Background: an optimization exercise with open tools, aiming at small area and a short achievable clock period. Do not read the settings as production practice.
The RTL was checked by simulation tests, not by an equivalence proof against the original design.
No activity file was given, so power comes from the tool's default toggle rates.

== run 1 ==
Design SIMD, start of the top module:
module SIMD(clk,rst,opcode,funct3,funct7,rd_data1,rd_data2,rd_data3,w_add,immed,instrc_add,wr_add,wr_data);
input clk;
input rst;
input [6:0] opcode;
input [2:0] funct3;
input [6:0] funct7;
input [15:0] rd_data1;
input [15:0] rd_data2;
input [15:0] rd_data3;
input [4:0] w_add;
input [11:0] immed;
output [6:0] instrc_add;
output [4:0] wr_add;
output [15:0] wr_data;
wire alu = (opcode == 7'b0111011);
wire mac = (opcode == 7'b1001011);
wire shl = (opcode == 7'b0100011) | (opcode == 7'b1010011);
wire shr = (opcode == 7'b1100011);
wire m16 = (funct3 == 3'b001);
wire m8  = (funct3 == 3'b010);
wire m4  = (funct3 == 3'b100);
wire op_add  = alu & (funct7 == 7'b0000000);
wire op_sub  = alu & (funct7 == 7'b0100000);
wire op_mul  = alu & (funct7 == 7'b1000001);
wire op_mulh = alu & (funct7 == 7'b1000010);
wire op_madd  = mac & (funct7[1:0] == 2'b01);
wire op_maddh = mac & (funct7[1:0] == 2'b10);
wire op_and = alu & (funct7 == 7'b0001000);
wire op_or  = alu & (funct7 == 7'b0010000);
wire op_xor = alu & (funct7 == 7'b0011000);
wire op_not = alu & (funct7 == 7'b0110000);
wire lov = op_add | op_sub | op_mul | op_madd;    
wire hiv = op_mulh | op_maddh;                    
wire [15:0] imm = {{4{immed[10]}}, immed};
wire [3:0] k = imm[3:0];
wire shz = |imm[15:4];                            
wire k0 = (k == 4'd0);
  ...
Size in the first run: roughly 1400 cells after synthesis.
export LEC_CHECK = 0
export CAP_MARGIN = 0
export CORE_MARGIN = 2
export CORE_UTILIZATION = 40
export SETUP_SLACK_MARGIN = 4
export SLEW_MARGIN = 0
export SYNTH_HIERARCHICAL = 1
export SYNTH_MINIMUM_KEEP_SIZE = 0
create_clock -name core_clock -period 10.6 [get_ports {clk}]
run.sh (not shown) runs the stock make flow with config.mk's settings and CLKGATE_MAP_FILE= SYNTH_SCRIPT=/design/flow/synth_recipe.tcl, a recipe that flattens the netlist after the stock synthesis.
[inputs] run 2 vs run 1
Settings: CORE_UTILIZATION: 40 -> 60; SLEW_MARGIN: 0 -> 20; CAP_MARGIN: 0 -> 20; ABC_AREA: unset -> 1.
Results
- Looking at clock period minus worst slack, run 2 sits 200 ps lower than run 1 does.
- Of run 1 and run 2, run 2 shows the higher combinational group share of total power, with run 1 below it.
- In the flow results for run 1 and run 2, the top achievable clock speed is larger on run 2.
- Looking only at starting density of the core, and setting everything else aside, the lower value of run 1 and run 2 goes to run 1.
- As of run 2, clock power had fallen by more than 10% compared to run 1.
- Delta (run 2 minus run 1): register-to-register slack up 50 ps, multiplexer area fraction after synthesis down 1.0 points.
- Run 2 vs run 1, commonest non-fill, non-tap cell in the layout: nand2_1 vs nor2_1
- Run 2 ends up with lower x dimension of the die than run 1 does.
- Relative slew slack: run 2 better than run 1
- Met1 track demand over resource in global routing, run 1 and run 2: higher on run 2
- Post-CTS resize count of run 2 exceeds that of run 1 by more than a quarter.

---

Another version of the RTL of SIMD (not shown whole).
Size: about 1300 cells after synthesis.
Settings: LEC_CHECK=0, CAP_MARGIN=20, CORE_MARGIN=2, CORE_UTILIZATION=60, CTS_BUF_LIST=sky130_fd_sc_hd__clkbuf_4 sky130_fd_sc_hd__clkbuf_8, SETUP_SLACK_MARGIN=4, SLEW_MARGIN=20, SYNTH_HIERARCHICAL=1, SYNTH_MINIMUM_KEEP_SIZE=0; clock period 10.6 ns.
standard.sh (not shown) runs the stock make flow with config.mk's settings and CLKGATE_MAP_FILE= SYNTH_SCRIPT=/design/flow/synth_recipe.tcl, a recipe that flattens the netlist after the stock synthesis.
==> flow/flow/run.sh <==
#!/bin/bash
# The standard layout with two changes after synthesis (which is the
# standard one, unchanged): the port buffers that placement inserts start as
# buf_1 instead of the default delay buffer, and the resizer may swap a cell
# for one of another footprint.
set -e
bash standard.sh synth > synth.log 2>&1
export BUFFER_PORTS_ARGS="-buffer_cell sky130_fd_sc_hd__buf_1"
bash standard.sh MATCH_CELL_FOOTPRINT=0 finish > layout.log 2>&1
The baseline went through all stages and came out clean.
Then changed:
CORE_UTILIZATION = 67   (was 60)
CTS_BUF_LIST = not set   (was sky130_fd_sc_hd__clkbuf_4 sky130_fd_sc_hd__clkbuf_8)
The new run ran to the end with no violations; setup slack loses 0.16 ns; clock skew drops by 0.0092 ns; core utilization climbs by 7.9 points; sequential cell count does not change; power climbs by about 8%; final area is about the same; clock-buffer cell count climbs by 1; routed wire length drops by 0.82%; synthesized cell count stays the same.

---

## lagoon
SIMD with an RTL version that a note above also has.
Size in the first run: about 1400 cells after synthesis, ~82 flip-flops, about 13000 um^2 of cells after synthesis.
clock: 10.6 ns
lec_check: 0
cap_margin: 20
core_margin: 2
core_utilization: 60
setup_slack_margin: 4
slew_margin: 20
synth_hierarchical: 1
synth_minimum_keep_size: 0
run.sh (not shown) runs the stock make flow with config.mk's settings and CLKGATE_MAP_FILE= SYNTH_SCRIPT=/design/flow/synth_recipe.tcl, a recipe that flattens the netlist after the stock synthesis.
Stock flow here: none of the scripts above is used.
[inputs] garnet vs lagoon
- swapping 60 for 65 in CORE_UTILIZATION
[summary]
In the reports for lagoon and garnet, the smaller routed length on met1 belongs to garnet.
On sequential portion of the cell area, lagoon and garnet are neck and neck.
Reported for lagoon and garnet, setup TNS turned out identical to the last digit.
Diff lagoon -> garnet | net switching power | up slightly
Compared with lagoon, garnet shows a lower fmax.
Routed wire in garnet totals more than in lagoon.
When the final numbers for lagoon and garnet were put side by side, the starting density of the core turned out to be greater in garnet.
Of the two candidates, lagoon has the worse area of the die and garnet the better one.
Diff lagoon and garnet: power higher in lagoon
lagoon -> garnet: maximum number of pins on one net before global-route repair delta 0, exact match
met3 layer usage reported by global route was lower in the run labelled lagoon.

---

Setup of P:
Another version of the RTL of SIMD (not shown whole).
For scale: ~1300 cells after synthesis, about 67 flip-flops, about 110 I/O pins, roughly 12000 sq um of cells after synthesis.
clock: 10.6 ns
lec_check: 0
cap_margin: 20
core_margin: 2
core_utilization: 60
cts_buf_list: sky130_fd_sc_hd__clkbuf_8
setup_slack_margin: 3.8
slew_margin: 20
synth_hierarchical: 1
synth_minimum_keep_size: 0
standard.sh (not shown) runs the stock make flow with config.mk's settings and CLKGATE_MAP_FILE= SYNTH_SCRIPT=/design/flow/synth_recipe.tcl, a recipe that flattens the netlist after the stock synthesis.
Scripts as last shown in full above: flow/flow/run.sh
#### Input delta (Q over P)
- CTS_BUF_LIST no longer set, was sky130_fd_sc_hd__clkbuf_8
- SETUP_SLACK_MARGIN now 4, was 3.8
## What came out
| wire length | Q vs P | ≈ equal |. Q against P: synthesized cell count essentially unchanged; final design instance area without fill went up 3.4%; internal cell power picked up an extra about 9%. Compared with P, in Q net load switching power increased by 3.0% relative to the old numbers, hold slack essentially unchanged. P completed every stage of the flow, and the final layout passed the timing, DRC and antenna checks. Q completed every stage of the flow, and the final layout passed the timing, DRC and antenna checks. Q ends up with a arrival time of data at the critical path endpoint that is 0.22 ns lower than in P. Compared to P, Q has achievable frequency about 3% higher. Sort Q and P by total power, descending, and Q comes first. In Q relative to P, number of global-route vias before repair had gone down slightly.
> inputs changed (Q -> R)
- CTS_BUF_LIST: unset -> sky130_fd_sc_hd__clkbuf_8 sky130_fd_sc_hd__clkbuf_16
==> notes.md <==
- From Q to R the numbers moved as follows: sequential power neither gained nor lost much, data required time at the worst endpoint held, post-DP HPWL level.
- Between Q and R, the final setup TNS does not differ in any meaningful way.
- R -> Q: initial antenna violation count flat
- R finished every step from synthesis to the final layout, and the layout passed the timing, DRC and antenna checks.
For S, these inputs were changed with respect to R:
- CTS_BUF_LIST now sky130_fd_sc_hd__clkbuf_8, was sky130_fd_sc_hd__clkbuf_8 sky130_fd_sc_hd__clkbuf_16
### Flow results
Between S and R, it is S whose final critical-path share of the clock period is higher, by 0.37 points. Re via total after detailed routing: S is about 1.5% down on R. Summary: with R as the reference, power in S moved down by a few percent. Diff R..S | fraction of synthesized cell area in xor and xnor cells | unchanged. Per the comparison of S with R, proportion of cell area occupied by registers did not really move, non-clock buffer count went down, routed wire length went down.
Changes in T relative to S:
- GPL_ROUTABILITY_DRIVEN: unset -> 0
Notes after the runs:
- The uppermost signal routing layer after detailed routing comes out met4 in one run and met5 in the other, namely in T and S respectively.
- T vs. S: fmax grew by 0.86%, post-route cell area increased 200 sq um, via count climbed 254, final-layout clock-cell area share about even, data required time of the critical path essentially unchanged.
- Status: die boundary width parity (S, T)

---

Setup of old:
RTL: one of the versions met above, not the one the previous note started from.
Size: about 1300 cells after synthesis, ~13000 um2 of cells after synthesis.
==> flow/config.mk <==
export PLATFORM = sky130hd
export DESIGN_NAME = SIMD
export DESIGN_NICKNAME = SIMD
export VERILOG_FILES = /design/flow/design.v
export SDC_FILE = /design/flow/constraint.sdc
export NUM_CORES = 4
export LEC_CHECK = 0
export CAP_MARGIN = 20
export CORE_MARGIN = 2
export CORE_UTILIZATION = 50
export SETUP_SLACK_MARGIN = 4
export SLEW_MARGIN = 20
export SYNTH_HIERARCHICAL = 1
export SYNTH_MINIMUM_KEEP_SIZE = 0
==> flow/constraint.sdc <==
create_clock -name core_clock -period 10.6 [get_ports {clk}]
set_input_delay 2.1200 -clock core_clock [delete_from_list [all_inputs] [get_ports {clk}]]
set_output_delay 2.1200 -clock core_clock [all_outputs]
set_load 0.01 [all_outputs]
Scripts as last shown in full above: flow/flow/run.sh
old | stages: all done | timing, DRC, antenna: all pass
Input changes introduced in new (baseline for comparison: old):
- a change of CORE_UTILIZATION from 50 to 60
- a change of SETUP_SLACK_MARGIN from 4 to 3.5
==> comparison <==
- new finished all stages; the layout is clean.
- Comparing new against old, there is no change at all in share of synthesized registers carrying an async set or reset.
- Routed wire in new totals less than in old.
- old → new: via count shrank by about 0.6%, first-pass GRT wire length has decreased.
- new has number of detailed-route iterations in the first pass below what old had.
- old and new ended up with nearly the same portion of total power attributed to the clock network.
- Setup slack on the worst flop-to-flop path of new is on par with old.

==> what the ideal ports hide <==
How much do the figures lean on ideal ports? The routed layouts below were timed once more, with nothing changed but the port constraints. Step 1 (the two cells are an assumption about what drives the block):
set clk [get_ports {clk}]
set_driving_cell -lib_cell sky130_fd_sc_hd__clkbuf_16 $clk
set_driving_cell -lib_cell sky130_fd_sc_hd__buf_2 [delete_from_list [all_inputs] $clk]
Step 2 times the ports against the registers' clock, not the clock port: input delays grow and output delays shrink by t, the midpoint of the rising clock arrivals with the driver on. Three values: no drivers, after step 1, after step 2; two values: the first two.
run	shift t [ns]	slack for setup (ns)	hold WS [ns]	worst register clock-pin slew, ns	worst slew at a driven data input, ns
run 1	0.379	3.795 / 3.787 / 3.408	0.489 / 0.489 / 0.489	0.07 / 0.07	0.07
run 2	0.396	3.990 / 4.018 / 3.622	0.488 / 0.488 / 0.488	0.07 / 0.07	0.05
the first run of note 2	0.407	4.051 / 4.070 / 3.663	0.483 / 0.483 / 0.483	0.09 / 0.09	0.05
the second run of note 2	0.374	3.894 / 3.913 / 3.539	0.505 / 0.505 / 0.505	0.06 / 0.06	0.04
lagoon	0.381	3.845 / 3.837 / 3.457	0.488 / 0.488 / 0.488	0.07 / 0.07	0.07
garnet	0.390	3.791 / 3.798 / 3.408	0.485 / 0.485 / 0.485	0.07 / 0.07	0.06
P	0.405	3.893 / 3.919 / 3.514	0.475 / 0.475 / 0.475	0.09 / 0.09	0.06
Q	0.391	4.085 / 4.118 / 3.727	0.475 / 0.475 / 0.475	0.07 / 0.07	0.04
R	0.391	4.085 / 4.118 / 3.727	0.475 / 0.475 / 0.475	0.07 / 0.07	0.04
S	0.413	4.046 / 4.072 / 3.658	0.486 / 0.486 / 0.486	0.10 / 0.10	0.04
T	0.401	4.102 / 4.128 / 3.726	0.491 / 0.491 / 0.491	0.10 / 0.10	0.05
old	0.366	3.962 / 3.976 / 3.609	0.479 / 0.479 / 0.479	0.06 / 0.06	0.04
new	0.370	3.690 / 3.718 / 3.347	0.492 / 0.492 / 0.492	0.06 / 0.06	0.04
After both steps setup and hold are still met in every run listed.
